This is an optimization exercise on Yosys and OpenROAD, whose aim is small area and a short achievable clock period, not a production implementation. Power and IR drop assume default switching activity.

== job 9429 ==
## fp_adder_synth
module fp_adder_synth (data, value, row, clk, rst);
    output [31:0] data;
    input  [31:0] value;
    input  [31:0] row;
    input         clk;
    input         rst;
    wire        l_s;
    wire [7:0]  l_e;
    wire [22:0] l_f;
    wire [24:0] s_al;
    wire        s_sticky;
    wire        op_sub;
    FpAlign AL (.iA(value), .iB(row), .oLs(l_s), .oLe(l_e), .oLf(l_f),
                .oSal(s_al), .oSticky(s_sticky), .oSub(op_sub));
    reg         r_v;
    reg         r_ls;
    reg  [7:0]  r_le;
    reg  [22:0] r_lf;
    reg  [24:0] r_sal;
    reg         r_sticky;
    reg         r_sub;
    wire both_ez = (value[30:23] == 8'b0) && (row[30:23] == 8'b0);
    always @(posedge clk) begin
        r_v      <= rst && !both_ez;
        r_ls     <= l_s;
        r_le     <= l_e;
        r_lf     <= l_f;
        r_sal    <= s_al;
        r_sticky <= s_sticky;
        r_sub    <= op_sub;
    end
    wire [31:0] sum;
    FpNorm NM (.iV(r_v), .iLs(r_ls), .iLe(r_le), .iLf(r_lf), .iSal(r_sal),
               .iSticky(r_sticky), .iSub(r_sub), .oSum(sum));
    reg [31:0] data;
    always @(posedge clk) begin
        if (!rst)
            data <= 32'b0;
        else
            data <= sum;
    end
endmodule
For scale: ~1400 cells after synthesis, roughly 92 flip-flops, ~98 I/O pins.
==> module FpAlign, before the edit <==
module FpAlign (
    input  [31:0] iA,
    input  [31:0] iB,
    output        oLs,
    output [7:0]  oLe,
    output [22:0] oLf,
    output [24:0] oSal,      
    output        oSticky,   
    output        oSub
);
    wire [7:0]  a_e = iA[30:23];
    wire [7:0]  b_e = iB[30:23];
    wire [8:0]  d_ab = {1'b0, a_e} - {1'b0, b_e};
    wire        e_eq = (a_e == b_e);
    wire        f_gt = iA[22:0] > iB[22:0];
    wire        a_larger = e_eq ? f_gt : !d_ab[8];
    wire [7:0]  d = d_ab[8] ? -d_ab[7:0] : d_ab[7:0];
    wire [31:0] l = a_larger ? iA : iB;
    wire [22:0] s_f = a_larger ? iB[22:0] : iA[22:0];
    assign oLs  = l[31];
    assign oLe  = l[30:23];
    assign oLf  = l[22:0];
    assign oSub = iA[31] ^ iB[31];
    wire   sez = (a_e == 8'b0) || (b_e == 8'b0);
    wire [24:0] x = {1'b1, s_f, 1'b0};
    assign oSal = (sez || d[7:5] != 3'b0) ? 25'b0 : (x >> d[4:0]);
    wire [22:0] mask;
    genvar i;
    generate
        for (i = 0; i < 23; i = i + 1) begin : g_mask
            assign mask[i] = (d >= i + 2);
        end
    endgenerate
    assign oSticky = !sez && (d <= 8'd47) && ((d >= 8'd25) || |(s_f & mask));
endmodule
==> module FpNorm, before the edit <==
module FpNorm (
    input         iV,        
    input         iLs,
    input  [7:0]  iLe,
    input  [22:0] iLf,
    input  [24:0] iSal,
    input         iSticky,
    input         iSub,
    output [31:0] oSum
);
    wire [25:0] lsh = {2'b01, iLf, 1'b0};
    wire [25:0] pre = lsh + ({1'b0, iSal} ^ {26{iSub}}) + (iSub & ~iSticky);
    reg [4:0] s;
    integer k;
    always @* begin
        s = 5'd31;
        for (k = 0; k < 26; k = k + 1)
            if (pre[k]) s = 25 - k;
    end
    wire [25:0] n5 = pre << s;
    wire [22:0] frac = n5[24:2];
    wire [7:0]  e    = iLe + 8'd1 - {3'b0, s};
    wire underflow = iLe[7] && ({3'b0, s} >= {1'b0, iLe[6:0]} + 8'd2);
    wire zero      = (pre == 26'b0);
    assign oSum = !iV                  ? 32'b0 :
                  (underflow || zero)  ? 32'b0 :
                  {iLs, e, frac};
endmodule
==> module fp_adder_synth, before the edit <==
module fp_adder_synth (data, value, row, clk, rst);
    output [31:0] data;
    input  [31:0] value;
    input  [31:0] row;
    input         clk;
    input         rst;
    wire        l_s;
    wire [7:0]  l_e;
    wire [22:0] l_f;
    wire [24:0] s_al;
    wire        s_sticky;
    wire        op_sub;
    FpAlign AL (.iA(value), .iB(row), .oLs(l_s), .oLe(l_e), .oLf(l_f),
                .oSal(s_al), .oSticky(s_sticky), .oSub(op_sub));
    reg         r_v;
    reg         r_ls;
    reg  [7:0]  r_le;
    reg  [22:0] r_lf;
    reg  [24:0] r_sal;
    reg         r_sticky;
    reg         r_sub;
    wire both_ez = (value[30:23] == 8'b0) && (row[30:23] == 8'b0);
    always @(posedge clk) begin
        r_v      <= rst && !both_ez;
        r_ls     <= l_s;
        r_le     <= l_e;
        r_lf     <= l_f;
        r_sal    <= s_al;
        r_sticky <= s_sticky;
        r_sub    <= op_sub;
    end
    wire [31:0] sum;
    FpNorm NM (.iV(r_v), .iLs(r_ls), .iLe(r_le), .iLf(r_lf), .iSal(r_sal),
               .iSticky(r_sticky), .iSub(r_sub), .oSum(sum));
    reg [31:0] data;
    always @(posedge clk) begin
        if (!rst)
            data <= 32'b0;
        else
            data <= sum;
    end
endmodule
export LEC_CHECK = 0
export ABC_AREA = 1
export CAP_MARGIN = 20
export CORE_MARGIN = 2
export CORE_UTILIZATION = 40
export SLEW_MARGIN = 20
create_clock -name core_clock -period 12.5 [get_ports {clk}]
standard.sh (not shown) runs the stock make flow with config.mk's settings and CLKGATE_MAP_FILE= SYNTH_SCRIPT=/design/flow/synth_recipe.tcl, a recipe that flattens the netlist after the stock synthesis.
==> flow/flow/run.sh <==
#!/bin/bash
# Standard synthesis and layout; the port buffers use plain buffers instead
# of the default delay cells, and timing repair aims for more setup slack.
set -euo pipefail
bash standard.sh BUFFER_PORTS_ARGS="-buffer_cell sky130_fd_sc_hd__buf_1" SETUP_SLACK_MARGIN=6.75 finish > standard.log 2>&1
Job 9429 was carried through to the last stage, and its layout satisfied the timing, design-rule and antenna checks.
#### Input delta (job 4773 over job 9429)
==> flow/design.v <==
module FpAlign (
    input  [31:0] iA,
    input  [31:0] iB,
    output        oLs,
    output [7:0]  oLe,
    output [22:0] oLf,
    output [24:0] oSal,      
    output        oKill,     
    output        oSticky,   
    output        oSub
);
    wire [7:0]  a_e = iA[30:23];
    wire [7:0]  b_e = iB[30:23];
    wire [8:0]  d_ab = {1'b0, a_e} - {1'b0, b_e};
    wire [7:0]  d_ba = b_e - a_e;
    wire        e_eq = (a_e == b_e);
    wire        f_gt = iA[22:0] > iB[22:0];
    wire        a_larger = e_eq ? f_gt : !d_ab[8];
    wire [7:0]  d = d_ab[8] ? d_ba : d_ab[7:0];
    wire [31:0] l = a_larger ? iA : iB;
    wire [22:0] s_f = a_larger ? iB[22:0] : iA[22:0];
    assign oLs  = l[31];
    assign oLe  = l[30:23];
    assign oLf  = l[22:0];
    assign oSub = iA[31] ^ iB[31];
    wire   sez = (a_e == 8'b0) || (b_e == 8'b0);
    wire [24:0] x = {1'b1, s_f, 1'b0};
    assign oSal  = x >> d[4:0];
    assign oKill = sez || d[7:5] != 3'b0;
    wire [22:0] mask;
    genvar i;
    generate
        for (i = 0; i < 23; i = i + 1) begin : g_mask
            assign mask[i] = (d >= i + 2);
        end
    endgenerate
    assign oSticky = !sez && (d <= 8'd47) && ((d >= 8'd25) || |(s_f & mask));
endmodule
module FpNorm (
    input         iV,        
    input         iLs,
    input  [7:0]  iLe,
    input  [22:0] iLf,
    input  [24:0] iSal,
    input         iKill,
    input         iSticky,
    input         iSub,
    output [31:0] oSum
);
    wire [25:0] lsh = {2'b01, iLf, 1'b0};
    wire [24:0] sal = iKill ? 25'b0 : iSal;
    wire [25:0] pre = lsh + ({1'b0, sal} ^ {26{iSub}}) + (iSub & ~iSticky);
    reg [4:0] s;
    integer k;
    always @* begin
        s = 5'd31;
        for (k = 0; k < 26; k = k + 1)
            if (pre[k]) s = 25 - k;
    end
    wire [25:0] n5 = pre << s;
    wire [22:0] frac = n5[24:2];
    wire [7:0]  e    = iLe + 8'd1 - {3'b0, s};
    wire underflow = iLe[7] && ({3'b0, s} >= {1'b0, iLe[6:0]} + 8'd2);
    wire zero      = (pre == 26'b0);
    assign oSum = !iV                  ? 32'b0 :
                  (underflow || zero)  ? 32'b0 :
                  {iLs, e, frac};
endmodule
`timescale 1ns/10ps
module fp_adder_synth (data, value, row, clk, rst);
    output [31:0] data;
    input  [31:0] value;
    input  [31:0] row;
    input         clk;
    input         rst;
    wire        l_s;
    wire [7:0]  l_e;
    wire [22:0] l_f;
    wire [24:0] s_al;
    wire        s_sticky;
    wire        s_kill;
    wire        op_sub;
    FpAlign AL (.iA(value), .iB(row), .oLs(l_s), .oLe(l_e), .oLf(l_f),
                .oSal(s_al), .oKill(s_kill), .oSticky(s_sticky), .oSub(op_sub));
    reg         r_v;
    reg         r_ls;
    reg  [7:0]  r_le;
    reg  [22:0] r_lf;
    reg  [24:0] r_sal;
    reg         r_sticky;
    reg         r_kill;
    reg         r_sub;
    wire both_ez = (value[30:23] == 8'b0) && (row[30:23] == 8'b0);
    always @(posedge clk) begin
        r_v      <= rst && !both_ez;
        r_ls     <= l_s;
        r_le     <= l_e;
        r_lf     <= l_f;
        r_sal    <= s_al;
        r_sticky <= s_sticky;
        r_kill   <= s_kill;
        r_sub    <= op_sub;
    end
    wire [31:0] sum;
    FpNorm NM (.iV(r_v), .iLs(r_ls), .iLe(r_le), .iLf(r_lf), .iSal(r_sal), .iKill(r_kill),
               .iSticky(r_sticky), .iSub(r_sub), .oSum(sum));
    reg [31:0] data;
    always @(posedge clk) begin
        if (!rst)
            data <= 32'b0;
        else
            data <= sum;
    end
endmodule
--- outcome ---
Status | job 9429 and job 4773 | clean
After detailed routing, job 9429 needs more wire than job 4773.
Row peak per-stage delay on the critical path: job 4773 lower / job 9429 higher
Relative to job 9429, non-clock buffer count in the final layout has gone up in job 4773.
In the tables for job 9429 and job 4773, average cell area after synthesis reads lower with job 4773.
Combinational fraction of design power in job 4773 vs job 9429: down 3.3 points
Largest net degree at the start of global routing up 110% in job 4773 wrt job 9429
Overall power consumption: job 4773 vs job 9429 down about 1.3%
No run of this note included a check of the RTL's function; only the layout flow was run.

[port drivers added, routing unchanged]
The flow's constraints put no driver on any port. The routed layouts listed below were extracted and timed again, unchanged, in two steps.
Step 1 assumes that a clkbuf_16 drives the clock port and a buf_2 every other input.
Step 2 times the ports against the registers' clock, not the clock port: input delays grow and output delays shrink by t, the midpoint of the rising clock arrivals with the driver on.
Three values: ideal, step 1, step 2; two values: the first two.
| run | t, ns | setup WS [ns] | worst setup path after step 2 | worst register clock-pin slew, ns | cell pins on the clock port's net |
|---|---|---|---|---|---|
| job 9429 | 0.394 | 6.966 / 6.989 / 6.595 | input to register | 0.07 / 0.07 | 1 |
| job 4773 | 0.393 | 6.936 / 6.960 / 6.567 | input to register | 0.07 / 0.07 | 1 |
After both steps every run listed still meets setup and hold. For job 9429, which loses most, drivers alone change the setup slack by +0.023 ns; drivers and shift together by -0.371 ns.
